This is an optimization exercise on Yosys and OpenROAD, whose aim is small area, a short achievable clock period and few clock cycles per item, not a production implementation. No functional check of the RTL was part of any run shown here. Power is estimated from default activity; no workload was simulated.

### flow/flow/run.sh
#!/bin/bash
# The standard layout (standard.sh), with the port buffers made of the smallest
# buffer cell (sky130_fd_sc_hd__buf_1) and the timing repair aimed 5.75 ns below the period.
set -euo pipefail
sed -e 's|"\${@:-finish}"|BUFFER_PORTS_ARGS="-buffer_cell sky130_fd_sc_hd__buf_1" "${@:-finish}"|' \
    -e 's|SETUP_SLACK_MARGIN=[0-9.]*|SETUP_SLACK_MARGIN=5.75|' standard.sh > standard_mod.sh
grep -q BUFFER_PORTS_ARGS standard_mod.sh
bash standard_mod.sh > standard.log 2>&1
### flow/standard.sh
#!/bin/bash
# synth_recipe.tcl (not shown) runs the flow's synth.tcl, then flattens the netlist and writes it again
# the make line also repeats each setting of config.mk as NAME=value (left out here)
make -C /OpenROAD-flow-scripts/flow DESIGN_CONFIG=/design/flow/config.mk WORK_HOME=/design/flow/orfs CLKGATE_MAP_FILE= SYNTH_SCRIPT=/design/flow/synth_recipe.tcl "${@:-finish}"
### flow/config.mk
export PLATFORM = sky130hd
export DESIGN_NAME = norm5_unit
export DESIGN_NICKNAME = norm5_unit
export VERILOG_FILES = /design/flow/design.v
export SDC_FILE = /design/flow/constraint.sdc
export NUM_CORES = 8
export LEC_CHECK = 0
export CAP_MARGIN = 20
export CORE_MARGIN = 2
export CORE_UTILIZATION = 40
export SETUP_SLACK_MARGIN = 5
export SLEW_MARGIN = 20
### flow/constraint.sdc
create_clock -name core_clock -period 10.0 [get_ports {clk}]
set_input_delay 2.0000 -clock core_clock [delete_from_list [all_inputs] [get_ports {clk}]]
set_output_delay 2.0000 -clock core_clock [all_outputs]
set_load 0.01 [all_outputs]
### flow/design.v
`timescale 1ns / 1ps
module gain_comp_rows (input [35:0] v, output [35:0] ra, output [35:0] rb);
    wire n1 = ~v[14] ^ v[1];
    wire n2 = ~v[14] & v[1];
    wire n3 = ~v[14] ^ ~v[15] ^ v[2];
    wire n4 = (~v[14] & ~v[15]) | (~v[14] & v[2]) | (~v[15] & v[2]);
    wire n5 = v[5] ^ v[6];
    wire n6 = v[5] & v[6];
    wire n7 = ~v[15] ^ ~v[16] ^ v[3];
    wire n8 = (~v[15] & ~v[16]) | (~v[15] & v[3]) | (~v[16] & v[3]);
    wire n9 = n1 ^ v[4] ^ v[5];
    wire n10 = (n1 & v[4]) | (n1 & v[5]) | (v[4] & v[5]);
    wire n11 = v[7] ^ v[8];
    wire n12 = v[7] & v[8];
    wire n13 = n2 ^ n3 ^ n5;
    wire n14 = (n2 & n3) | (n2 & n5) | (n3 & n5);
    wire n15 = v[8] ^ v[9] ^ v[11];
    wire n16 = (v[8] & v[9]) | (v[8] & v[11]) | (v[9] & v[11]);
    wire n17 = v[12] ^ v[13];
    wire n18 = v[12] & v[13];
    wire n19 = n4 ^ n6 ^ n7;
    wire n20 = (n4 & n6) | (n4 & n7) | (n6 & n7);
    wire n21 = v[6] ^ v[7] ^ v[9];
    wire n22 = (v[6] & v[7]) | (v[6] & v[9]) | (v[7] & v[9]);
    wire n23 = v[10] ^ v[12] ^ v[13];
    wire n24 = (v[10] & v[12]) | (v[10] & v[13]) | (v[12] & v[13]);
    wire n25 = n8 ^ ~v[16] ^ ~v[17];
    wire n26 = (n8 & ~v[16]) | (n8 & ~v[17]) | (~v[16] & ~v[17]);
    wire n27 = v[4] ^ v[7] ^ v[8];
    wire n28 = (v[4] & v[7]) | (v[4] & v[8]) | (v[7] & v[8]);
    wire n29 = v[10] ^ v[11] ^ v[13];
    wire n30 = (v[10] & v[11]) | (v[10] & v[13]) | (v[11] & v[13]);
    wire n31 = ~v[17] ^ ~v[18] ^ v[5];
    wire n32 = (~v[17] & ~v[18]) | (~v[17] & v[5]) | (~v[18] & v[5]);
    wire n33 = v[8] ^ v[9] ^ v[11];
    wire n34 = (v[8] & v[9]) | (v[8] & v[11]) | (v[9] & v[11]);
    wire n35 = ~v[14] ^ ~v[18] ^ ~v[19];
    wire n36 = (~v[14] & ~v[18]) | (~v[14] & ~v[19]) | (~v[18] & ~v[19]);
    wire n37 = v[6] ^ v[9] ^ v[10];
    wire n38 = (v[6] & v[9]) | (v[6] & v[10]) | (v[9] & v[10]);
    wire n39 = v[12] ^ v[13];
    wire n40 = v[12] & v[13];
    wire n41 = ~v[15] ^ ~v[19] ^ ~v[20];
    wire n42 = (~v[15] & ~v[19]) | (~v[15] & ~v[20]) | (~v[19] & ~v[20]);
    wire n43 = v[7] ^ v[10] ^ v[11];
    wire n44 = (v[7] & v[10]) | (v[7] & v[11]) | (v[10] & v[11]);
    wire n45 = ~v[16] ^ ~v[20] ^ ~v[21];
    wire n46 = (~v[16] & ~v[20]) | (~v[16] & ~v[21]) | (~v[20] & ~v[21]);
    wire n47 = ~v[14] ^ ~v[17] ^ ~v[21];
    wire n48 = (~v[14] & ~v[17]) | (~v[14] & ~v[21]) | (~v[17] & ~v[21]);
    wire n49 = ~v[22] ^ v[9];
    wire n50 = ~v[22] & v[9];
    wire n51 = ~v[15] ^ ~v[18] ^ ~v[22];
    wire n52 = (~v[15] & ~v[18]) | (~v[15] & ~v[22]) | (~v[18] & ~v[22]);
    wire n53 = v[22] ^ v[24];
    wire n54 = v[22] & v[24];
    wire n55 = n9 ^ n11 ^ v[10];
    wire n56 = (n9 & n11) | (n9 & v[10]) | (n11 & v[10]);
    wire n57 = n10 ^ n12 ^ n13;
    wire n58 = (n10 & n12) | (n10 & n13) | (n12 & n13);
    wire n59 = n15 ^ n17;
    wire n60 = n15 & n17;
    wire n61 = n14 ^ n16 ^ n18;
    wire n62 = (n14 & n16) | (n14 & n18) | (n16 & n18);
    wire n63 = n19 ^ n21 ^ n23;
    wire n64 = (n19 & n21) | (n19 & n23) | (n21 & n23);
    wire n65 = n20 ^ n22 ^ n24;
    wire n66 = (n20 & n22) | (n20 & n24) | (n22 & n24);
    wire n67 = n25 ^ n27 ^ n29;
    wire n68 = (n25 & n27) | (n25 & n29) | (n27 & n29);
    wire n69 = n26 ^ n28 ^ n30;
    wire n70 = (n26 & n28) | (n26 & n30) | (n28 & n30);
    wire n71 = n31 ^ n33 ^ v[12];
    wire n72 = (n31 & n33) | (n31 & v[12]) | (n33 & v[12]);
    wire n73 = n32 ^ n34 ^ n35;
    wire n74 = (n32 & n34) | (n32 & n35) | (n34 & n35);
    wire n75 = n37 ^ n39 ^ 1'b1;
    wire n76 = (n37 & n39) | (n37 & 1'b1) | (n39 & 1'b1);
    wire n77 = n36 ^ n38 ^ n40;
    wire n78 = (n36 & n38) | (n36 & n40) | (n38 & n40);
    wire n79 = n41 ^ n43 ^ v[13];
    wire n80 = (n41 & n43) | (n41 & v[13]) | (n43 & v[13]);
    wire n81 = n42 ^ n44 ^ n45;
    wire n82 = (n42 & n44) | (n42 & n45) | (n44 & n45);
    wire n83 = v[8] ^ v[11] ^ v[12];
    wire n84 = (v[8] & v[11]) | (v[8] & v[12]) | (v[11] & v[12]);
    wire n85 = n46 ^ n47 ^ n49;
    wire n86 = (n46 & n47) | (n46 & n49) | (n47 & n49);
    wire n87 = v[12] ^ v[13] ^ 1'b1;
    wire n88 = (v[12] & v[13]) | (v[12] & 1'b1) | (v[13] & 1'b1);
    wire n89 = n48 ^ n50 ^ n51;
    wire n90 = (n48 & n50) | (n48 & n51) | (n50 & n51);
    wire n91 = ~v[23] ^ v[10] ^ v[13];
    wire n92 = (~v[23] & v[10]) | (~v[23] & v[13]) | (v[10] & v[13]);
    wire n93 = n52 ^ ~v[16] ^ ~v[19];
    wire n94 = (n52 & ~v[16]) | (n52 & ~v[19]) | (~v[16] & ~v[19]);
    wire n95 = ~v[23] ^ ~v[24] ^ v[11];
    wire n96 = (~v[23] & ~v[24]) | (~v[23] & v[11]) | (~v[24] & v[11]);
    wire n97 = v[14] ^ ~v[17] ^ ~v[20];
    wire n98 = (v[14] & ~v[17]) | (v[14] & ~v[20]) | (~v[17] & ~v[20]);
    wire n99 = ~v[24] ^ ~v[25] ^ v[12];
    wire n100 = (~v[24] & ~v[25]) | (~v[24] & v[12]) | (~v[25] & v[12]);
    wire n101 = v[15] ^ ~v[18] ^ ~v[21];
    wire n102 = (v[15] & ~v[18]) | (v[15] & ~v[21]) | (~v[18] & ~v[21]);
    wire n103 = ~v[25] ^ ~v[26] ^ v[13];
    wire n104 = (~v[25] & ~v[26]) | (~v[25] & v[13]) | (~v[26] & v[13]);
    wire n105 = v[14] ^ v[16] ^ ~v[19];
    wire n106 = (v[14] & v[16]) | (v[14] & ~v[19]) | (v[16] & ~v[19]);
    wire n107 = ~v[22] ^ ~v[26] ^ ~v[27];
    wire n108 = (~v[22] & ~v[26]) | (~v[22] & ~v[27]) | (~v[26] & ~v[27]);
    wire n109 = v[15] ^ v[17] ^ ~v[20];
    wire n110 = (v[15] & v[17]) | (v[15] & ~v[20]) | (v[17] & ~v[20]);
    wire n111 = ~v[23] ^ ~v[27] ^ ~v[28];
    wire n112 = (~v[23] & ~v[27]) | (~v[23] & ~v[28]) | (~v[27] & ~v[28]);
    wire n113 = v[16] ^ v[18] ^ ~v[21];
    wire n114 = (v[16] & v[18]) | (v[16] & ~v[21]) | (v[18] & ~v[21]);
    wire n115 = ~v[24] ^ ~v[28] ^ ~v[29];
    wire n116 = (~v[24] & ~v[28]) | (~v[24] & ~v[29]) | (~v[28] & ~v[29]);
    wire n117 = v[17] ^ v[19] ^ ~v[22];
    wire n118 = (v[17] & v[19]) | (v[17] & ~v[22]) | (v[19] & ~v[22]);
    wire n119 = ~v[25] ^ ~v[29] ^ ~v[30];
    wire n120 = (~v[25] & ~v[29]) | (~v[25] & ~v[30]) | (~v[29] & ~v[30]);
    wire n121 = v[18] ^ v[20] ^ ~v[23];
    wire n122 = (v[18] & v[20]) | (v[18] & ~v[23]) | (v[20] & ~v[23]);
    wire n123 = ~v[26] ^ ~v[30] ^ ~v[31];
    wire n124 = (~v[26] & ~v[30]) | (~v[26] & ~v[31]) | (~v[30] & ~v[31]);
    wire n125 = v[19] ^ v[21] ^ ~v[24];
    wire n126 = (v[19] & v[21]) | (v[19] & ~v[24]) | (v[21] & ~v[24]);
    wire n127 = ~v[27] ^ ~v[31] ^ ~v[32];
    wire n128 = (~v[27] & ~v[31]) | (~v[27] & ~v[32]) | (~v[31] & ~v[32]);
    wire n129 = v[20] ^ v[22] ^ ~v[25];
    wire n130 = (v[20] & v[22]) | (v[20] & ~v[25]) | (v[22] & ~v[25]);
    wire n131 = ~v[28] ^ ~v[32] ^ ~v[33];
    wire n132 = (~v[28] & ~v[32]) | (~v[28] & ~v[33]) | (~v[32] & ~v[33]);
    wire n133 = v[21] ^ v[23] ^ ~v[26];
    wire n134 = (v[21] & v[23]) | (v[21] & ~v[26]) | (v[23] & ~v[26]);
    wire n135 = ~v[29] ^ ~v[33] ^ ~v[34];
    wire n136 = (~v[29] & ~v[33]) | (~v[29] & ~v[34]) | (~v[33] & ~v[34]);
    wire n137 = n53 ^ ~v[27] ^ ~v[30];
    wire n138 = (n53 & ~v[27]) | (n53 & ~v[30]) | (~v[27] & ~v[30]);
    wire n139 = ~v[34] ^ v[35] ^ 1'b1;
    wire n140 = (~v[34] & v[35]) | (~v[34] & 1'b1) | (v[35] & 1'b1);
    wire n141 = n54 ^ v[23] ^ v[25];
    wire n142 = (n54 & v[23]) | (n54 & v[25]) | (v[23] & v[25]);
    wire n143 = ~v[28] ^ ~v[31] ^ v[35];
    wire n144 = (~v[28] & ~v[31]) | (~v[28] & v[35]) | (~v[31] & v[35]);
    wire n145 = v[24] ^ v[26] ^ ~v[29];
    wire n146 = (v[24] & v[26]) | (v[24] & ~v[29]) | (v[26] & ~v[29]);
    wire n147 = ~v[32] ^ 1'b1;
    wire n148 = ~v[32] & 1'b1;
    wire n149 = v[25] ^ v[27] ^ ~v[30];
    wire n150 = (v[25] & v[27]) | (v[25] & ~v[30]) | (v[27] & ~v[30]);
    wire n151 = ~v[33] ^ 1'b1;
    wire n152 = ~v[33] & 1'b1;
    wire n153 = v[26] ^ v[28] ^ ~v[31];
    wire n154 = (v[26] & v[28]) | (v[26] & ~v[31]) | (v[28] & ~v[31]);
    wire n155 = ~v[34] ^ 1'b1;
    wire n156 = ~v[34] & 1'b1;
    wire n157 = v[27] ^ v[29] ^ ~v[32];
    wire n158 = (v[27] & v[29]) | (v[27] & ~v[32]) | (v[29] & ~v[32]);
    wire n159 = v[28] ^ v[30];
    wire n160 = v[28] & v[30];
    wire n161 = v[29] ^ v[31];
    wire n162 = v[29] & v[31];
    wire n163 = n55 ^ v[11];
    wire n164 = n55 & v[11];
    wire n165 = n56 ^ n57 ^ n59;
    wire n166 = (n56 & n57) | (n56 & n59) | (n57 & n59);
    wire n167 = n58 ^ n60 ^ n61;
    wire n168 = (n58 & n60) | (n58 & n61) | (n60 & n61);
    wire n169 = n62 ^ n64 ^ n65;
    wire n170 = (n62 & n64) | (n62 & n65) | (n64 & n65);
    wire n171 = n66 ^ n68 ^ n69;
    wire n172 = (n66 & n68) | (n66 & n69) | (n68 & n69);
    wire n173 = n70 ^ n72 ^ n73;
    wire n174 = (n70 & n72) | (n70 & n73) | (n72 & n73);
    wire n175 = n74 ^ n76 ^ n77;
    wire n176 = (n74 & n76) | (n74 & n77) | (n76 & n77);
    wire n177 = n78 ^ n80 ^ n81;
    wire n178 = (n78 & n80) | (n78 & n81) | (n80 & n81);
    wire n179 = n82 ^ n84 ^ n85;
    wire n180 = (n82 & n84) | (n82 & n85) | (n84 & n85);
    wire n181 = n86 ^ n88 ^ n89;
    wire n182 = (n86 & n88) | (n86 & n89) | (n88 & n89);
    wire n183 = n90 ^ n92 ^ n93;
    wire n184 = (n90 & n92) | (n90 & n93) | (n92 & n93);
    wire n185 = n94 ^ n96 ^ n97;
    wire n186 = (n94 & n96) | (n94 & n97) | (n96 & n97);
    wire n187 = n98 ^ n100 ^ n101;
    wire n188 = (n98 & n100) | (n98 & n101) | (n100 & n101);
    wire n189 = n102 ^ n104 ^ n105;
    wire n190 = (n102 & n104) | (n102 & n105) | (n104 & n105);
    wire n191 = n106 ^ n108 ^ n109;
    wire n192 = (n106 & n108) | (n106 & n109) | (n108 & n109);
    wire n193 = n110 ^ n112 ^ n113;
    wire n194 = (n110 & n112) | (n110 & n113) | (n112 & n113);
    wire n195 = n114 ^ n116 ^ n117;
    wire n196 = (n114 & n116) | (n114 & n117) | (n116 & n117);
    wire n197 = n118 ^ n120 ^ n121;
    wire n198 = (n118 & n120) | (n118 & n121) | (n120 & n121);
    wire n199 = n122 ^ n124 ^ n125;
    wire n200 = (n122 & n124) | (n122 & n125) | (n124 & n125);
    wire n201 = n126 ^ n128 ^ n129;
    wire n202 = (n126 & n128) | (n126 & n129) | (n128 & n129);
    wire n203 = n130 ^ n132 ^ n133;
    wire n204 = (n130 & n132) | (n130 & n133) | (n132 & n133);
    wire n205 = n134 ^ n136 ^ n137;
    wire n206 = (n134 & n136) | (n134 & n137) | (n136 & n137);
    wire n207 = n138 ^ n140 ^ n141;
    wire n208 = (n138 & n140) | (n138 & n141) | (n140 & n141);
    wire n209 = n142 ^ n144 ^ n145;
    wire n210 = (n142 & n144) | (n142 & n145) | (n144 & n145);
    wire n211 = n146 ^ n148 ^ n149;
    wire n212 = (n146 & n148) | (n146 & n149) | (n148 & n149);
    wire n213 = n150 ^ n152 ^ n153;
    wire n214 = (n150 & n152) | (n150 & n153) | (n152 & n153);
    wire n215 = n154 ^ n156 ^ n157;
    wire n216 = (n154 & n156) | (n154 & n157) | (n156 & n157);
    wire n217 = n158 ^ n159 ^ ~v[33];
    wire n218 = (n158 & n159) | (n158 & ~v[33]) | (n159 & ~v[33]);
    wire n219 = n160 ^ n161 ^ ~v[34];
    wire n220 = (n160 & n161) | (n160 & ~v[34]) | (n161 & ~v[34]);
    wire n221 = n162 ^ v[30] ^ v[32];
    wire n222 = (n162 & v[30]) | (n162 & v[32]) | (v[30] & v[32]);
    wire n223 = v[31] ^ v[33];
    wire n224 = v[31] & v[33];
    wire n225 = v[32] ^ v[34];
    wire n226 = v[32] & v[34];
    wire n227 = n163 ^ v[12];
    wire n228 = n163 & v[12];
    wire n229 = n164 ^ n165 ^ 1'b1;
    wire n230 = (n164 & n165) | (n164 & 1'b1) | (n165 & 1'b1);
    wire n231 = n166 ^ n167 ^ n63;
    wire n232 = (n166 & n167) | (n166 & n63) | (n167 & n63);
    wire n233 = n168 ^ n169 ^ n67;
    wire n234 = (n168 & n169) | (n168 & n67) | (n169 & n67);
    wire n235 = n170 ^ n171 ^ n71;
    wire n236 = (n170 & n171) | (n170 & n71) | (n171 & n71);
    wire n237 = n172 ^ n173 ^ n75;
    wire n238 = (n172 & n173) | (n172 & n75) | (n173 & n75);
    wire n239 = n174 ^ n175 ^ n79;
    wire n240 = (n174 & n175) | (n174 & n79) | (n175 & n79);
    wire n241 = n176 ^ n177 ^ n83;
    wire n242 = (n176 & n177) | (n176 & n83) | (n177 & n83);
    wire n243 = n178 ^ n179 ^ n87;
    wire n244 = (n178 & n179) | (n178 & n87) | (n179 & n87);
    wire n245 = n180 ^ n181 ^ n91;
    wire n246 = (n180 & n181) | (n180 & n91) | (n181 & n91);
    wire n247 = n182 ^ n183 ^ n95;
    wire n248 = (n182 & n183) | (n182 & n95) | (n183 & n95);
    wire n249 = n184 ^ n185 ^ n99;
    wire n250 = (n184 & n185) | (n184 & n99) | (n185 & n99);
    wire n251 = n186 ^ n187 ^ n103;
    wire n252 = (n186 & n187) | (n186 & n103) | (n187 & n103);
    wire n253 = n188 ^ n189 ^ n107;
    wire n254 = (n188 & n189) | (n188 & n107) | (n189 & n107);
    wire n255 = n190 ^ n191 ^ n111;
    wire n256 = (n190 & n191) | (n190 & n111) | (n191 & n111);
    wire n257 = n192 ^ n193 ^ n115;
    wire n258 = (n192 & n193) | (n192 & n115) | (n193 & n115);
    wire n259 = n194 ^ n195 ^ n119;
    wire n260 = (n194 & n195) | (n194 & n119) | (n195 & n119);
    wire n261 = n196 ^ n197 ^ n123;
    wire n262 = (n196 & n197) | (n196 & n123) | (n197 & n123);
    wire n263 = n198 ^ n199 ^ n127;
    wire n264 = (n198 & n199) | (n198 & n127) | (n199 & n127);
    wire n265 = n200 ^ n201 ^ n131;
    wire n266 = (n200 & n201) | (n200 & n131) | (n201 & n131);
    wire n267 = n202 ^ n203 ^ n135;
    wire n268 = (n202 & n203) | (n202 & n135) | (n203 & n135);
    wire n269 = n204 ^ n205 ^ n139;
    wire n270 = (n204 & n205) | (n204 & n139) | (n205 & n139);
    wire n271 = n206 ^ n207 ^ n143;
    wire n272 = (n206 & n207) | (n206 & n143) | (n207 & n143);
    wire n273 = n208 ^ n209 ^ n147;
    wire n274 = (n208 & n209) | (n208 & n147) | (n209 & n147);
    wire n275 = n210 ^ n211 ^ n151;
    wire n276 = (n210 & n211) | (n210 & n151) | (n211 & n151);
    wire n277 = n212 ^ n213 ^ n155;
    wire n278 = (n212 & n213) | (n212 & n155) | (n213 & n155);
    wire n279 = n214 ^ n215 ^ v[35];
    wire n280 = (n214 & n215) | (n214 & v[35]) | (n215 & v[35]);
    wire n281 = n216 ^ n217 ^ 1'b1;
    wire n282 = (n216 & n217) | (n216 & 1'b1) | (n217 & 1'b1);
    wire n283 = n218 ^ n219 ^ 1'b1;
    wire n284 = (n218 & n219) | (n218 & 1'b1) | (n219 & 1'b1);
    wire n285 = n220 ^ n221 ^ v[35];
    wire n286 = (n220 & n221) | (n220 & v[35]) | (n221 & v[35]);
    wire n287 = n222 ^ n223 ^ 1'b1;
    wire n288 = (n222 & n223) | (n222 & 1'b1) | (n223 & 1'b1);
    wire n289 = n224 ^ n225 ^ 1'b1;
    wire n290 = (n224 & n225) | (n224 & 1'b1) | (n225 & 1'b1);
    wire n291 = n226 ^ v[33] ^ ~v[35];
    wire n292 = (n226 & v[33]) | (n226 & ~v[35]) | (v[33] & ~v[35]);
    wire n293 = v[34] ^ 1'b1;
    wire n294 = v[34] & 1'b1;
    assign ra = {1'b1, n294, n292, n290, n288, n286, n284, n282, n280, n278, n276, n274, n272, n270, n268, n266, n264, n262, n260, n258, n256, n254, n252, n250, n248, n246, n244, n242, n240, n238, n236, n234, n232, n230, n228, n227};
    assign rb = {1'b0, ~v[35], n293, n291, n289, n287, n285, n283, n281, n279, n277, n275, n273, n271, n269, n267, n265, n263, n261, n259, n257, n255, n253, n251, n249, n247, n245, n243, n241, n239, n237, n235, n233, n231, n229, 1'b1};
endmodule
`timescale 1ns / 1ps
module norm5_unit #(
    parameter DIMENSIONS    = 5,
    parameter DATA_WIDTH    = 32,
    parameter CORDIC_WIDTH  = 38,
    parameter CORDIC_STAGES = 16,
    parameter ANGLE_WIDTH   = 16
)(
    input                              clk,
    input                              nreset,
    input                              start,
    input  [DIMENSIONS*DATA_WIDTH-1:0] w_in,
    output [DIMENSIONS*DATA_WIDTH-1:0] w_out,
    output                             done
);
    localparam W  = 36;      
    localparam OW = 22;      
    localparam CW = W - 6;   
    localparam [W-1:0] ONE = 36'h004000000;    
    localparam [W-1:0] MONE = -ONE;
    localparam [W-1:0] TWO  = 36'h002000000;   
    localparam [W-1:0] SIX  = 36'h006000000;   
    localparam [W-1:0] MTWO = -TWO;
    localparam [W-1:0] MSIX = -SIX;
    reg st_idle;    
    reg st_a1;      
    reg st_v;       
    reg st_va;      
    reg st_vb;      
    reg st_r;       
    reg st_r1m;     
    reg st_ra;      
    reg st_rb;      
    reg st_rc;      
    reg [1:0] p;
    reg [3:0] i;     
    reg [3:0] yl, yh, xl, xh;    
    reg wo3, wo4, wo5;
    reg s0;          
    reg zy, zx;      
    reg ysg;         
    reg rinx, rcnx, riny, rcny;
    reg done_r;
    reg signed [W-1:0] X, Y;
    reg        f;                
    reg        qf;               
    reg        zf;               
    reg [OW-1:0] T1;             
    reg        n1;               
    reg [OW-1:0] O3, O4, O5;     
    wire [15:0] T2 = O3[15:0];
    wire [15:0] T3 = O4[15:0];
    wire [15:0] T4 = O5[15:0];
    reg [W-1:0]  RA, RB;         
    wire [31:0] w1 = w_in[31:0];
    wire [31:0] w2 = w_in[63:32];
    wire [31:0] w3 = w_in[95:64];
    wire [31:0] w4 = w_in[127:96];
    wire [31:0] w5 = w_in[159:128];
    wire [31:0] wsel = st_idle ? w2 :
                       st_a1   ? w1 :
                       (p == 2'd0) ? w3 : (p == 2'd1) ? w4 : w5;
    wire [W-1:0] ld = {wsel[29:0], 6'b0} ^ {W{wsel[31]}};
    reg [15:0] Tcur;
    always @(*) begin
        case (p)
            2'd0:    Tcur = T4;
            2'd1:    Tcur = T3;
            2'd2:    Tcur = T2;
            default: Tcur = T1[15:0];
        endcase
    end
    wire v4e = st_v & (p == 2'd3) & (i == 4'd14);
    wire d1  = T4[2];                    
    wire [W-1:0] X2 = zf ? {W{1'b0}} : ((d1 ^ f) ? TWO : SIX);            
    wire [W-1:0] Y2 = zf ? {W{1'b0}} : f ? (d1 ? MTWO : MSIX) : (d1 ? SIX : TWO);
    wire vd  = ~s0 & ysg;
    wire inx = st_v ? vd : rinx;
    wire cnx = st_v ? (s0 ? f : ysg) : rcnx;
    wire iny = st_v ? ~vd : riny;
    wire cny = st_v ? (s0 ? ~f : ~ysg) : rcny;
    reg [W-1:0] yt, xt, ysh, xsh;
    integer b, k;
    always @(*) begin
        for (b = 0; b < W; b = b + 1) begin
            yt[b] = 1'b0; xt[b] = 1'b0;
            for (k = 0; k < 4; k = k + 1) begin
                yt[b] = yt[b] | (yl[k] & Y[(b + k > W - 1) ? W - 1 : b + k]);
                xt[b] = xt[b] | (xl[k] & X[(b + k > W - 1) ? W - 1 : b + k]);
            end
        end
        for (b = 0; b < W; b = b + 1) begin
            ysh[b] = 1'b0; xsh[b] = 1'b0;
            for (k = 0; k < 4; k = k + 1) begin
                ysh[b] = ysh[b] | (yh[k] & ~zy & yt[(b + 4 * k > W - 1) ? W - 1 : b + 4 * k]);
                xsh[b] = xsh[b] | (xh[k] & ~zx & xt[(b + 4 * k > W - 1) ? W - 1 : b + 4 * k]);
            end
        end
    end
    wire xstep = st_v | st_r;
    wire nx_step = st_a1 | st_vb | (st_v & ~(i == 4'd15) & ~v4e) |
                   st_r1m | (st_rb & (p != 2'd3)) | (st_r & (i != 4'd15));
    wire [W-1:0] xA = xstep ? X :
                      st_r1m ? X2 :
                      st_ra ? Y :                    
                      {W{1'b0}};                     
    wire [W-1:0] yA = xstep ? Y :
                      st_r1m ? Y2 :
                      {W{1'b0}};                     
    wire [W:0] xs = {xA, 1'b1} + {ysh ^ {W{inx}}, cnx};
    wire [W:0] ys = {yA, 1'b1} + {xsh ^ {W{iny}}, cny};
    wire [W-1:0] xa = xs[W:1];
    wire [W-1:0] ya = ys[W:1];
    wire [W-1:0] tin = X;
    wire [W-1:0] ra, rb;
    gain_comp_rows u_gc (.v(tin), .ra(ra), .rb(rb));
    always @(posedge clk) begin
        RA <= ra;
        RB <= rb;
    end
    wire [W-1:0]  cs  = RA + RB;
    wire [CW-1:0] cpa = cs[W-1:6];                 
    wire nn = (p == 2'd0) ? T3[0] : (p == 2'd1) ? T2[0] : n1;
    always @(posedge clk) begin
        X <= (st_idle | st_a1 | st_va | st_vb) ? ld : xa;      
        Y <= (st_vb | st_rb | st_rc) ?       
             {cpa ^ {CW{st_rb & nn & (p != 2'd3)}}, {6{st_rb & nn & (p != 2'd3)}}} : ya;
        if (st_idle | st_a1 | st_va) f <= wsel[31];
        else if (st_rb) f <= nn;
        if (st_a1) begin qf <= w1[31] ^ w2[31]; n1 <= w1[31]; end
        else if (st_va) qf <= wsel[31];
        if (st_idle) zf <= ~|w_in;
    end
    always @(posedge clk) ysg <= ya[W-1];
    wire [15:0] Tnext = (p == 2'd0) ? T3 : (p == 2'd1) ? T2 : T1[15:0];    
    reg  nd;
    always @(*) begin
        if (st_rb)        nd = Tnext[0];           
        else if (st_r1m | (st_r & (p == 2'd0)))
                          nd = T4[3];              
        else if (s0)      nd = Tcur[1];            
        else              nd = Tcur[2];            
    end
    wire n0 = st_rb & (p != 2'd3);                 
    wire nf = st_rb ? nn : f;
    always @(posedge clk) begin
        if (st_idle) begin
            rinx <= 1'b0; rcnx <= 1'b0; riny <= 1'b0; rcny <= wsel[31];
        end else if (~nx_step) begin
            rinx <= 1'b0; rcnx <= 1'b0; riny <= 1'b0; rcny <= 1'b0;
        end else begin
            rinx <= nd;
            rcnx <= n0 ? (nd ^ nf) : nd;
            riny <= n0 ? 1'b0 : ~nd;
            rcny <= n0 ? nf : ~nd;
        end
    end
    wire r = (st_v & s0) ? qf : (ysg ^ qf);
    wire rsh = st_r & ~s0;
    always @(posedge clk) begin
        if (st_rb && p == 2'd3) T1 <= cpa[OW-1:0];
        else if ((st_v && p == 2'd0) || (rsh && p == 2'd3)) T1[15:0] <= {r, T1[15:1]};
        if (wo3) O3 <= cpa[OW-1:0];
        else if ((st_v && p == 2'd1) || (rsh && p == 2'd2)) O3[15:0] <= {r, O3[15:1]};
        if (wo4) O4 <= cpa[OW-1:0];
        else if ((st_v && p == 2'd2) || (rsh && p == 2'd1)) O4[15:0] <= {r, O4[15:1]};
        if (wo5) O5 <= cpa[OW-1:0];
        else if ((st_v && p == 2'd3) || st_r1m || (rsh && p == 2'd0)) O5[15:0] <= {r, O5[15:1]};
    end
    always @(posedge clk or negedge nreset) begin
        if (~nreset) begin
            st_idle <= 1'b1;
            st_a1 <= 1'b0; st_v <= 1'b0; st_va <= 1'b0; st_vb <= 1'b0; st_r1m <= 1'b0;
            st_r <= 1'b0; st_ra <= 1'b0; st_rb <= 1'b0; st_rc <= 1'b0;
            done_r <= 1'b0;
        end else begin
            st_idle <= (st_idle & ~start) | st_rc;
            st_a1   <= st_idle & start;
            st_v    <= st_a1 | st_vb | (st_v & ~(i == 4'd15) & ~(p == 2'd3 && i == 4'd14));
            st_va   <= st_v & (i == 4'd15) & (p != 2'd3);
            st_vb   <= st_va;
            st_r1m  <= v4e;
            st_r    <= st_r1m | (st_rb & (p != 2'd3)) | (st_r & (i != 4'd15));
            st_ra   <= st_r & (i == 4'd15);
            st_rb   <= st_ra;
            st_rc   <= st_rb & (p == 2'd3);
            done_r  <= st_rc;
        end
    end
    always @(posedge clk) begin
        zy <= ~nx_step;
        zx <= ~(nx_step | (st_idle & start));
        wo5 <= st_rb & (p == 2'd0);
        wo4 <= st_rb & (p == 2'd1);
        wo3 <= st_rb & (p == 2'd2);
        s0 <= st_a1 | st_vb | st_rb | (s0 & ~(st_v | st_r | st_r1m));
        if (st_a1 | st_r1m) p <= 2'd0;
        else if (st_vb | st_rb) p <= p + 2'd1;
        if (st_idle | st_a1 | st_vb | st_rb) begin      
            i <= 4'd0;
            yl <= 4'd1; yh <= 4'd1; xl <= 4'd1; xh <= 4'd1;
        end else if (st_r1m) begin
            i <= 4'd2;
            yl <= 4'd4; yh <= 4'd1; xl <= 4'd4; xh <= 4'd1;
        end else if (st_v | st_r) begin
            i <= i + 4'd1;
            yl <= {yl[2:0], yl[3]};
            xl <= {xl[2:0], xl[3]};
            if (i[1:0] == 2'd3) begin
                yh <= {yh[2:0], yh[3]};
                xh <= {xh[2:0], xh[3]};
            end
        end
    end
    assign done = done_r;
    wire [OW-1:0] r1 = Y[OW+5:6];
    wire [OW-1:0] r2 = T1;
    assign w_out = {{(32-OW){O5[OW-1]}}, O5,
                    {(32-OW){O4[OW-1]}}, O4,
                    {(32-OW){O3[OW-1]}}, O3,
                    {(32-OW){r2[OW-1]}}, r2,
                    {(32-OW){r1[OW-1]}}, r1};
endmodule
==> impl_metrics.py, run 1 <==
metrics = {
    "synthesis": {
        "synth_cell_types": 79,
        "syn_nets": 3160,
        "syn_inst": 2743,
        "synth_edf_count": 91,
        "yosysSeqAreaShare": 0.274,
        "avgSynthCellArea_um2": 8.67,
        "synth_area_um2": 23800,
        "async_reset_ff_frac": 0.0397,
        "synth_top_area_share": 0.147,
        "synth_area_leader_cell": "dfxtp_1",
        "synth_top_flop_cell": "dfxtp_1",
        "ys_ff_latch": 277,
        "synth_area_leaders": "dfxtp_1, edfxtp_1, fa_1",
        "yosys_warnings": 1,
    },
    "global_route": {
        "grt_pass1_wl_um": 126000,
        "grt_max_degree": 73,
        "antenna_found_initial": 3,
        "grt_usage": 0.269,
        "grt_overflow": 0,
        "grt_pass1_vias": 20800,
    },
    "placed_design": {
        "dpl.cell_count": 3654,
        "port_buffers": 323,
        "placed_area_um2": 25200,
        "gp_congestion": 0.986,
        "hpwl_um": 65900,
    },
    "worst_setup_path": {
        "start_kind": "register",
        "path_class": "reg -> reg",
        "cp_data_required_time_ps": 10500,
        "rr_worst_depth": 17,
        "crit_fanout": 38,
        "r2r-start": "xl[0]",
        "arrival_ps": 4650,
        "cp-end-kind": "register",
        "r2r_end": "Y[34]",
        "r2r_slack_ps": 5850,
    },
    "cells_and_area": {
        "final_common_cell": "buf_1",
        "fin_nets": 3349,
        "final_cell_mix": "buf_1, a21oi_1, nor2_1, inv_1, nand2_1",
        "fill_cells": 5786,
        "drive_gt1_frac": 0.0998,
        "instances_no_fill": 3730,
        "area_delta_synth_final_pct": 13.8,
        "num_antenna_cells": 0,
        "design_area_um2": 27100,
    },
    "power": {
        "ir_worst_vdd_mv": 0.116,
        "power_density_nw_per_um2": 91.2,
        "p_sw_frac": 0.238,
        "leakagePower_uw": 0.0107,
        "power_uw": 2470,
        "combPwrFrac": 0.031,
        "p_sw_uw": 588,
        "seqPwrFrac": 0.468,
        "p_clk_frac": 0.501,
        "p_int_uw": 1880,
    },
    "drt": {
        "wl_um": 86000,
        "detail-route-antenna-nets": 0,
        "drt-initial-drc-count": 2090,
        "wl_per_cell_um": 23.1,
        "first_pass_iters": 7,
        "num_vias": 22000,
        "drc": 0,
        "vias_per_cell": 5.89,
    },
    "sta": {
        "tightest_slew_ps": 1160,
        "slew_headroom": 0.221,
        "hold_ws_ps": 392,
        "finalCriticalPeriod_ps": 4150,
        "rsz0062_at_grt": "yes",
        "period_share": 0.415,
        "drv_slew": 0,
        "setup_viol": 0,
        "fmaxAchievable_mhz": 241,
        "finClkSkew_ps": 30.3,
        "hold_viol": 0,
        "finalSetupTns_ps": 0,
    },
    "floorplanning": {
        "die_area_um2": 61400,
        "core_um2": 58900,
        "dieWidth_um": 248,
        "start_util": 0.404,
        "io_pins": 324,
        "die_y_um": 248,
        "rows": 89,
    },
    "hold_path": {
        "hold_class": "reg -> reg",
        "hp-start": "st_va",
        "holdPathStages": 0,
        "worstHoldEndpoint": "st_vb",
    },
    "clocking": {
        "cts_buffers": 34,
        "cts_sinks": 277,
        "clk_pin_slew_ps": 70,
        "root_buffer": "clkbuf_16",
        "clk_latency_ps": 570,
        "cts_tree": "built",
        "ctsHtreeMaxLevel": 2,
        "holdBufCountCts": 0,
        "clockBufferDepth": 3,
    },
    "status": {
        "status": "complete, no violations",
    },
    "job": {
        "drv_cap": 0,
    },
}
synth_stat cells, types with 46 or more instances:
cell type	instances
a21o_1	50
a21oi_1	261
a221oi_1	63
a22o_1	61
a22oi_1	46
buf_4	74
clkbuf_1	124
dfxtp_1	175
edfxtp_1	91
fa_1	122
ha_1	132
inv_1	198
mux2_2	49
nand2_1	196
nor2_1	222
o21ai_0	147
o22ai_1	50
xnor2_1	115
xor2_1	97
metrics by stage:
stage,setup WS (ps),util
after floorplan,6090,-
final,5850,0.459
after detailed placement,5300,0.427
after CTS,5750,0.450
after global routing,5700,0.459
after global placement,5180,0.427
critical path: stages (launching register included):
cell and delay, ps:
dfxtp_1 320, buf_8 180, a22o_1 270, a221oi_4 280, o22ai_1 130, nor2_1 150, xor2_1 280, ha_1 290
and2_1 160, a311o_1 370, a21oi_2 230, o31ai_1 140, a22o_2 320, a31o_1 290, a221oi_2 340, xnor2_1 160
nor2_1 50, a21oi_1 120
routing by layer:
layer / wire (um) / GRT usage
met1: 37100 / 0.367
met2: 38500 / 0.421
met3: 6720 / 0.0460
met4: 3660 / 0.113
met5: 12 / 0
worst max path at each step:
stage,startpoint,endpoint,slack (ps),cells past startpoint
after global placement,xl[1],Y[35],5180,17
after floorplan,xl[1],Y[35],6090,19
after CTS,X[19],Y[35],5750,15
after detailed placement,st_v,X[34],5300,13
final,xl[0],Y[34],5850,17
after global routing,X[32],Y[34],5700,16
cell type report:
class / count / area (um^2) / area share
clock inverters: 14 / 116 / 0.00430
well taps: 773 / 967 / 0.0358
flip-flops and latches: 277 / 6550 / 0.242
repair buffers: 378 / 1710 / 0.0633
inverters: 199 / 747 / 0.0276
multi-input cells: 2042 / 16000 / 0.591
clock buffers: 47 / 971 / 0.0359
state kept, by name, indices dropped and copies added, names as in the netlist, 2 cells and up:
register / flops
Y: 36
xl: 4
RB: 34
xh: 4
yl: 4
p: 2
O3: 22
T1: 22
i: 4
O5: 22
yh: 4
RA: 35
X: 36
O4: 22
power groups by stage:
| stage | clock (uW) | combinational (uW) | sequential, uW |
|---|---|---|---|
| 6_report | 1240 | 76.4 | 1150 |
| 5_1_grt | 1290 | 85.1 | 1150 |
| 4_1_cts | 1250 | 77.1 | 1150 |
| 3_5_place_dp | 0 | 77.0 | 1180 |
| 3_3_place_gp | 0 | 75.9 | 1180 |
| 2_1_floorplan | 0 | 33.3 | 1180 |
timing repair:
action                                 4_1_cts  5_1_grt
gates cloned                                 0        0
pin swaps                                    0       19
setup endpoints to repair                   38       34
setup buffers                                0       14
endpoints found under the hold margin        0        0
resized for setup                           51      103
logic make-up (layout without fill, tap and decap cells):
logic type,count (synthesis),after routing,share of synthesized area
XOR/XNOR,212,212,0.0781
buffers and inverters,424,638,0.0789
flip-flops,277,277,0.274
multiplexers,92,92,0.0418
AO/OA/AOI/OAI,839,839,0.230
AND/OR/NAND/NOR,645,645,0.125
adder cells (fa/ha/maj),254,254,0.172
==> inputs of run 2 (changes only) <==
--- a/flow/design.v
+++ b/flow/design.v
@@ -405,6 +405,8 @@
                       {W{1'b0}};                     
     wire [W-1:0] yA = xstep ? Y :
                       st_r1m ? Y2 :
+                      (st_vb | st_rb | st_rc) ?
+                          {cpa ^ {CW{st_rb & nn & (p != 2'd3)}}, {6{st_rb & nn & (p != 2'd3)}}} :
                       {W{1'b0}};                     
     wire [W:0] xs = {xA, 1'b1} + {ysh ^ {W{inx}}, cnx};
     wire [W:0] ys = {yA, 1'b1} + {xsh ^ {W{iny}}, cny};
@@ -422,8 +424,7 @@
     wire nn = (p == 2'd0) ? T3[0] : (p == 2'd1) ? T2[0] : n1;
     always @(posedge clk) begin
         X <= (st_idle | st_a1 | st_va | st_vb) ? ld : xa;      
-        Y <= (st_vb | st_rb | st_rc) ?       
-             {cpa ^ {CW{st_rb & nn & (p != 2'd3)}}, {6{st_rb & nn & (p != 2'd3)}}} : ya;
+        Y <= ya;
         if (st_idle | st_a1 | st_va) f <= wsel[31];
         else if (st_rb) f <= nn;
         if (st_a1) begin qf <= w1[31] ^ w2[31]; n1 <= w1[31]; end
==> run 2 against run 1 <==
Non-clock buffer count is 87 higher. Highest routed layer unchanged. Largest power group unchanged. Register-to-register slack got worse by 250 ps. Critical path type unchanged. Largest cell class unchanged. Die area is 0.78% lower. Clock skew decreased by 1.2 ps. Fmax shrank 5.6%. Sequential power hardly changed. Still clean on timing, DRC and antenna. Synthesized area fell by 0.79%.
==> impl_metrics.py, run 2 <==
metrics = {
    "power": {
        "power_density_nw_per_um2": 85.9,
        "p_sw_frac": 0.249,
        "p_int_uw": 1860,
        "seqPwrFrac": 0.466,
        "leakagePower_uw": 0.0114,
        "ir_worst_vdd_mv": 0.110,
        "p_sw_uw": 614,
        "p_clk_frac": 0.501,
        "combPwrFrac": 0.033,
    },
    "clocking": {
        "clk_pin_slew_ps": 60,
        "holdBufCountCts": 0,
        "root_buffer": "clkbuf_16",
        "clk_latency_ps": 590,
        "clockBufferDepth": 3,
        "cts_tree": "built",
        "ctsHtreeMaxLevel": 2,
        "cts_buffers": 34,
        "cts_sinks": 276,
    },
    "cells_and_area": {
        "num_antenna_cells": 0,
        "drive_gt1_frac": 0.168,
        "final_common_cell": "buf_1",
        "instances_no_fill": 3811,
        "multiInputGateArea_um2": 16800,
        "fill_cells": 5593,
        "regMostFlops": "X",
        "final_cell_mix": "buf_1, nor2_1, a21oi_1, inv_1, nand2_1",
        "fin_nets": 3430,
        "largest_reg_flops": 36,
        "reg.largest.list": "X x36, RA x35, Y x35",
        "area_delta_synth_final_pct": 21.9,
        "seq_area_um2": 6530,
    },
    "placed_design": {
        "port_buffers": 323,
        "dpl.cell_count": 3647,
        "hpwl_um": 70200,
        "gp_congestion": 0.980,
    },
    "sta": {
        "finalSetupTns_ps": 0,
        "finClkSkew_ps": 29.2,
        "period_share": 0.440,
        "tightest_slew_ps": 1040,
        "slew_headroom": 0.305,
        "rsz0062_at_grt": "yes",
        "hold_viol": 0,
        "fmaxAchievable_mhz": 227,
        "setup_viol": 0,
        "drv_slew": 0,
        "finalCriticalPeriod_ps": 4400,
    },
    "worst_setup_path": {
        "cp_data_required_time_ps": 10450,
        "arrival_ps": 4850,
        "cp_top_family": "compound AO/OA/AOI/OAI gates",
        "r2r-start": "RA[1]",
        "critPathBufInv": 2,
        "path_cells": "ha_4 > a211oi_2 > o21ai_2 > buf_4 > o2111ai_4 > a21boi_2 > o21a_4 > buf_6 > nor2_4 > xnor2_4 > xnor2_1 > o21ai_1 > ha_1 > a21oi_2 > o21ai_4 > nor3b_4 > a21oi_2 > a21o_1 > a21o_1 > a221oi_4 > o21bai_1 > xnor2_1",
        "cpPeakStageDelay_ps": 360,
        "path_class": "reg -> reg",
        "cp-startpoint": "RA[1]",
        "cpMaxStageDelayCell": "a221oi_4",
        "cp-end-kind": "register",
        "start_kind": "register",
        "crit_fanout": 4,
    },
    "synthesis": {
        "synth_top_flop_cell": "dfxtp_1",
        "syn_nets": 3150,
        "synth_area_leaders": "dfxtp_1, edfxtp_1, fa_1",
        "synth_cell_types": 74,
        "yosys-top-cells-count": "nor2_1, a21oi_1, inv_1, nand2_1, dfxtp_1",
        "synth_edf_count": 91,
        "avgSynthCellArea_um2": 8.63,
        "ys_ff_latch": 276,
        "synth_area_leader_cell": "dfxtp_1",
        "async_reset_ff_frac": 0.0399,
        "synth_area_um2": 23600,
        "synth_top_area_share": 0.148,
        "yosys_warnings": 1,
        "yosysSeqAreaShare": 0.275,
        "synth_most_common_cell": "nor2_1",
        "syn_inst": 2734,
    },
    "job": {
        "drv_cap": 0,
    },
    "drt": {
        "highest_layer": "met5",
        "detail-route-antenna-nets": 0,
        "drc": 0,
        "wl_um": 93400,
        "wl_per_cell_um": 24.5,
        "routed-wl-met3_um": 7300,
        "wl_met1_um": 37800,
        "drt-initial-drc-count": 1952,
        "wl_met2_um": 43200,
        "num_vias": 22400,
        "vias_per_cell": 5.88,
        "first_pass_iters": 6,
    },
    "global_route": {
        "grt_pass1_vias": 21700,
        "grt_usage": 0.294,
        "grt_pass1_wl_um": 135000,
        "grt_overflow": 0,
        "antenna_found_initial": 3,
        "grt_max_degree": 75,
    },
    "floorplanning": {
        "start_util": 0.402,
        "io_pins": 324,
        "die_area_um2": 60900,
        "rows": 89,
        "core_um2": 58700,
        "dieWidth_um": 247,
        "die_y_um": 247,
    },
    "hold_path": {
        "hold_class": "reg -> reg",
        "hp-start": "st_va",
    },
    "status": {
        "status": "complete, no violations",
    },
}
-- run 2: cell families (layout without fill, tap and decap cells) --
kind of cell / Yosys count / in the layout / share of synthesized area
xor+xnor: 222 / 222 / 0.0824
mux: 87 / 87 / 0.0400
compound gates: 810 / 810 / 0.224
flops: 276 / 276 / 0.275
fa+ha+maj: 253 / 253 / 0.173
simple gates: 655 / 655 / 0.125
buf+inv: 431 / 735 / 0.0805
-- run 2: metal layers --
layer,track usage,vias up
met5,0,-
met4,0.130,2
met3,0.0575,229
met2,0.484,1131
met1,0.374,10800
li1,-,10200
-- run 2: layout make-up --
| class | count | area share |
|---|---|---|
| Sequential cell | 276 | 0.227 |
| Timing Repair Buffer | 465 | 0.0876 |
| Multi-Input combinational cell | 2027 | 0.585 |
| Tap cell | 773 | 0.0336 |
| Clock buffer | 41 | 0.0319 |
| Inverter | 210 | 0.0274 |
| Clock inverter | 19 | 0.00687 |
-- run 2: metrics by stage --
step / power (uW) / setup slack (ps) / utilization / instance area, um^2 / hold WS [ps]
final: 2470 / 5600 / 0.490 / 28800 / 371
after global routing: 2530 / 5430 / 0.490 / 28800 / 392
after global placement: 1260 / 4730 / 0.426 / 25000 / 361
after floorplan: 1210 / 5790 / - / 23600 / 346
after CTS: 2490 / 5680 / 0.472 / 27700 / 375
after detailed placement: 1260 / 4590 / 0.426 / 25000 / 362
-- run 2: power groups by stage --
stage               Sequential (uW)  Combinational, uW  Clock (uW)
global placement               1180               82.5           0
detailed placement             1180               83.3           0
CTS                            1150               83.5        1250
finish                         1150               82.6        1240
floorplan                      1180               32.1           0
global route                   1150               90.8        1290
-- run 2: final timing paths --
check	endpoint	slack [ps]	cells past startpoint
max	Y[27]	5600	22
min reg2reg	st_vb	370	0
max in group asynchronous	st_v	8110	1
min in group asynchronous	done_r	1410	1
max reg2reg	Y[27]	5600	22
min	st_vb	370	0
-- run 2: timing repair --
action / 4_1_cts / 5_1_grt
setup endpoints to repair: 49 / 36
endpoints found under the hold margin: 0 / 0
setup buffers: 60 / 38
gates cloned: 2 / 4
resized for setup: 223 / 142
pin swaps: 77 / 84
==> inputs of run 3 (changes only) <==
--- a/flow/design.v
+++ b/flow/design.v
@@ -400,6 +400,7 @@
     wire nx_step = st_a1 | st_vb | (st_v & ~(i == 4'd15) & ~v4e) |
                    st_r1m | (st_rb & (p != 2'd3)) | (st_r & (i != 4'd15));
     wire [W-1:0] xA = xstep ? X :
+                      (st_idle | st_a1 | st_va | st_vb) ? ld :
                       st_r1m ? X2 :
                       st_ra ? Y :                    
                       {W{1'b0}};                     
@@ -423,7 +424,7 @@
     wire [CW-1:0] cpa = cs[W-1:6];                 
     wire nn = (p == 2'd0) ? T3[0] : (p == 2'd1) ? T2[0] : n1;
     always @(posedge clk) begin
-        X <= (st_idle | st_a1 | st_va | st_vb) ? ld : xa;      
+        X <= xa;
         Y <= ya;
         if (st_idle | st_a1 | st_va) f <= wsel[31];
         else if (st_rb) f <= nn;
==> run 3 against run 2 <==
Critical path depth is the same. Total power grew 4.7%. Synthesized cell count shrank 2.5%. Critical endpoint is now X[33]. Fmax down 20%. Sequential power about the same. Die area down 0.17%. Largest cell class unchanged.
==> impl_metrics.py, run 3 <==
metrics = {
    "floorplanning": {
        "die_y_um": 247,
        "die_area_um2": 60800,
        "io_pins": 324,
        "rows": 88,
        "start_util": 0.407,
        "dieWidth_um": 247,
        "core_um2": 57900,
    },
    "worst_setup_path": {
        "start_kind": "input port",
        "crit_fanout": 5,
        "arrival_ps": 5970,
        "path_class": "in -> reg",
        "cp-end-kind": "register",
        "cp_data_required_time_ps": 10440,
    },
    "synthesis": {
        "synth_area_leader_cell": "dfxtp_1",
        "synth_top_flop_cell": "dfxtp_1",
        "syn_nets": 3083,
        "yosys-top-cells-count": "a21oi_1, inv_1, nor2_1",
        "yosys_warnings": 1,
        "async_reset_ff_frac": 0.0399,
        "synth_most_common_cell": "a21oi_1",
        "avgSynthCellArea_um2": 8.83,
        "synth_area_um2": 23500,
        "yosysSeqAreaShare": 0.276,
        "synth_edf_count": 91,
        "synth_area_leaders": "dfxtp_1, edfxtp_1, fa_1",
        "ys_ff_latch": 276,
        "synth_cell_types": 73,
        "syn_inst": 2667,
        "synth_top_area_share": 0.148,
    },
    "power": {
        "power_uw": 2590,
        "ir_worst_vdd_mv": 0.0974,
        "leakagePower_uw": 0.0117,
        "power_density_nw_per_um2": 89.1,
    },
    "cells_and_area": {
        "final_cell_mix": "buf_1, a21oi_1, inv_1, nor2_1, dfxtp_1",
        "instances_no_fill": 3764,
        "design_area_um2": 29000,
        "final_common_cell": "buf_1",
        "largest_reg_flops": 36,
        "reg.largest.list": "X x36, RA x35, Y x35",
        "regMostFlops": "X",
        "area_delta_synth_final_pct": 23.3,
        "drive_gt1_frac": 0.171,
        "fin_nets": 3391,
        "fill_cells": 5447,
    },
    "placed_design": {
        "hpwl_um": 70500,
        "dpl.cell_count": 3565,
        "gp_congestion": 0.984,
        "port_buffers": 323,
        "placed_area_um2": 25100,
    },
    "sta": {
        "tightest_slew_ps": 1140,
        "slew_headroom": 0.243,
        "drv_slew": 0,
        "setup_viol": 0,
        "finalCriticalPeriod_ps": 5530,
        "rsz0062_at_grt": "yes",
        "hold_viol": 0,
        "finalSetupTns_ps": 0,
        "period_share": 0.553,
        "hold_ws_ps": 367,
        "finClkSkew_ps": 29.7,
        "fmaxAchievable_mhz": 181,
    },
    "status": {
        "status": "complete, no violations",
    },
    "clocking": {
        "cts_tree": "built",
        "cts_buffers": 34,
        "cts_sinks": 276,
        "clk_latency_ps": 570,
        "ctsHtreeMaxLevel": 2,
        "clockBufferDepth": 3,
        "holdBufCountCts": 0,
        "root_buffer": "clkbuf_16",
        "clk_pin_slew_ps": 60,
    },
    "global_route": {
        "grt_pass1_vias": 21600,
        "grt_max_degree": 88,
        "grt_pass1_wl_um": 136000,
        "antenna_found_initial": 2,
        "grt_usage": 0.298,
        "grt_overflow": 0,
    },
    "hold_path": {
        "hold_class": "reg -> reg",
    },
    "drt": {
        "detail-route-antenna-nets": 0,
        "drc": 0,
        "wl_per_cell_um": 24.9,
        "vias_per_cell": 5.98,
        "num_vias": 22500,
        "drt-initial-drc-count": 2099,
        "first_pass_iters": 6,
        "wl_um": 93700,
    },
    "job": {
        "drv_cap": 0,
    },
}
run 3: where the power goes:
group	total, uW	internal [uW]	switching, uW	leakage, uW
Sequential	1150	1150	0	0.00238
Combinational	88.8	34.7	54.0	0.00874
Clock	1350	815	532	0.000570
run 3: kinds of logic (layout without fill, tap and decap cells):
kind of cell	count (synthesis)	count (layout)	synth area share
AO/OA/AOI/OAI	802	802	0.226
AND/OR/NAND/NOR	572	572	0.112
buffers and inverters	435	766	0.0815
flip-flops	276	276	0.276
adder cells (fa/ha/maj)	253	253	0.173
XOR/XNOR	229	229	0.0852
multiplexers	100	100	0.0461
other	0	1	0
run 3: metal layers:
metal	track usage	vias to the layer above	wire [um]
li1	-	10100	-
met1	0.385	11000	38500
met2	0.480	1093	43500
met3	0.0599	240	7260
met4	0.131	4	4410
met5	0	-	24
run 3: repair_timing:
action / in CTS / in global routing
gates cloned: 1 / 0
resized for setup: 213 / 101
setup buffers: 101 / 37
endpoints found under the setup margin: 56 / 55
pin swaps: 108 / 83
run 3: final timing paths:
check | startpoint | end | slack (ps) | depth (start not counted)
max reg2reg | st_a1 | X[33] | 4730 | 19
max in group asynchronous | nreset | st_v | 8110 | 1
min | st_ra | st_rb | 370 | 0
min in group asynchronous | nreset | st_rc | 1430 | 1
max | w_in[127] | X[33] | 4470 | 22
min reg2reg | st_ra | st_rb | 370 | 0
run 3: worst max-delay path, cell delays in order:
cell	delay, ps
buf_1	80
mux2i_1	130
o21ai_1	100
mux2_4	290
mux2i_4	200
buf_12	140
buf_12	110
xor2_1	140
nor2_1	50
a31oi_1	160
o21ai_1	90
ha_1	330
buf_4	170
nand4_1	130
a21oi_1	60
o31a_1	370
o311ai_4	300
a211oi_2	130
or2_1	270
a211o_1	270
nor4bb_1	130
or3_1	320
run 3: layout make-up:
cell class	count	area, um^2	area share
Clock inverter	16	263	0.00905
Inverter	211	792	0.0273
Clock buffer	43	926	0.0319
Tap cell	765	957	0.0330
Multi-Input combinational cell	1956	16900	0.580
Timing Repair Buffer	496	2750	0.0947
Sequential cell	276	6500	0.224
Antenna cell	1	2.50	0.0000862
run 3: through the flow:
| stage | util | setup WS [ps] |
|---|---|---|
| after CTS | 0.488 | 4430 |
| final | 0.501 | 4470 |
| after detailed placement | 0.434 | 2940 |
| after floorplan | - | 4200 |
| after global routing | 0.501 | 4230 |
| after global placement | 0.433 | 2900 |

port drivers added, routing unchanged:
Ports are ideal in the flow. The routed layouts listed here were re-timed in OpenROAD.
Step 1, drivers: a clkbuf_16 drives clk and a buf_2 each remaining input, both assumed.
Step 2 adds t to the input delays and takes it off the output delays; t is the mean of the earliest and latest rising clock arrival at the registers after step 1. Input paths then give back, and output paths get back, about the clock's delay inside the block.
Three values: ideal, step 1, step 2; two values: the first two.
| run | t, ns | slack for setup (ns) | hold slack, ns | worst data-port slew with drivers (ns) |
|---|---|---|---|---|
| run 1 | 0.611 | 5.848 / 5.848 / 5.848 | 0.392 / 0.392 / 0.392 | 0.07 |
| run 2 | 0.633 | 5.600 / 5.600 / 5.567 | 0.371 / 0.371 / 0.371 | 0.11 |
| run 3 | 0.610 | 4.468 / 4.505 / 3.895 | 0.367 / 0.367 / 0.367 | 0.10 |
After both steps setup and hold are still met in every run listed. For run 3, which loses most, drivers alone change the setup slack by +0.037 ns; drivers and shift together by -0.573 ns.
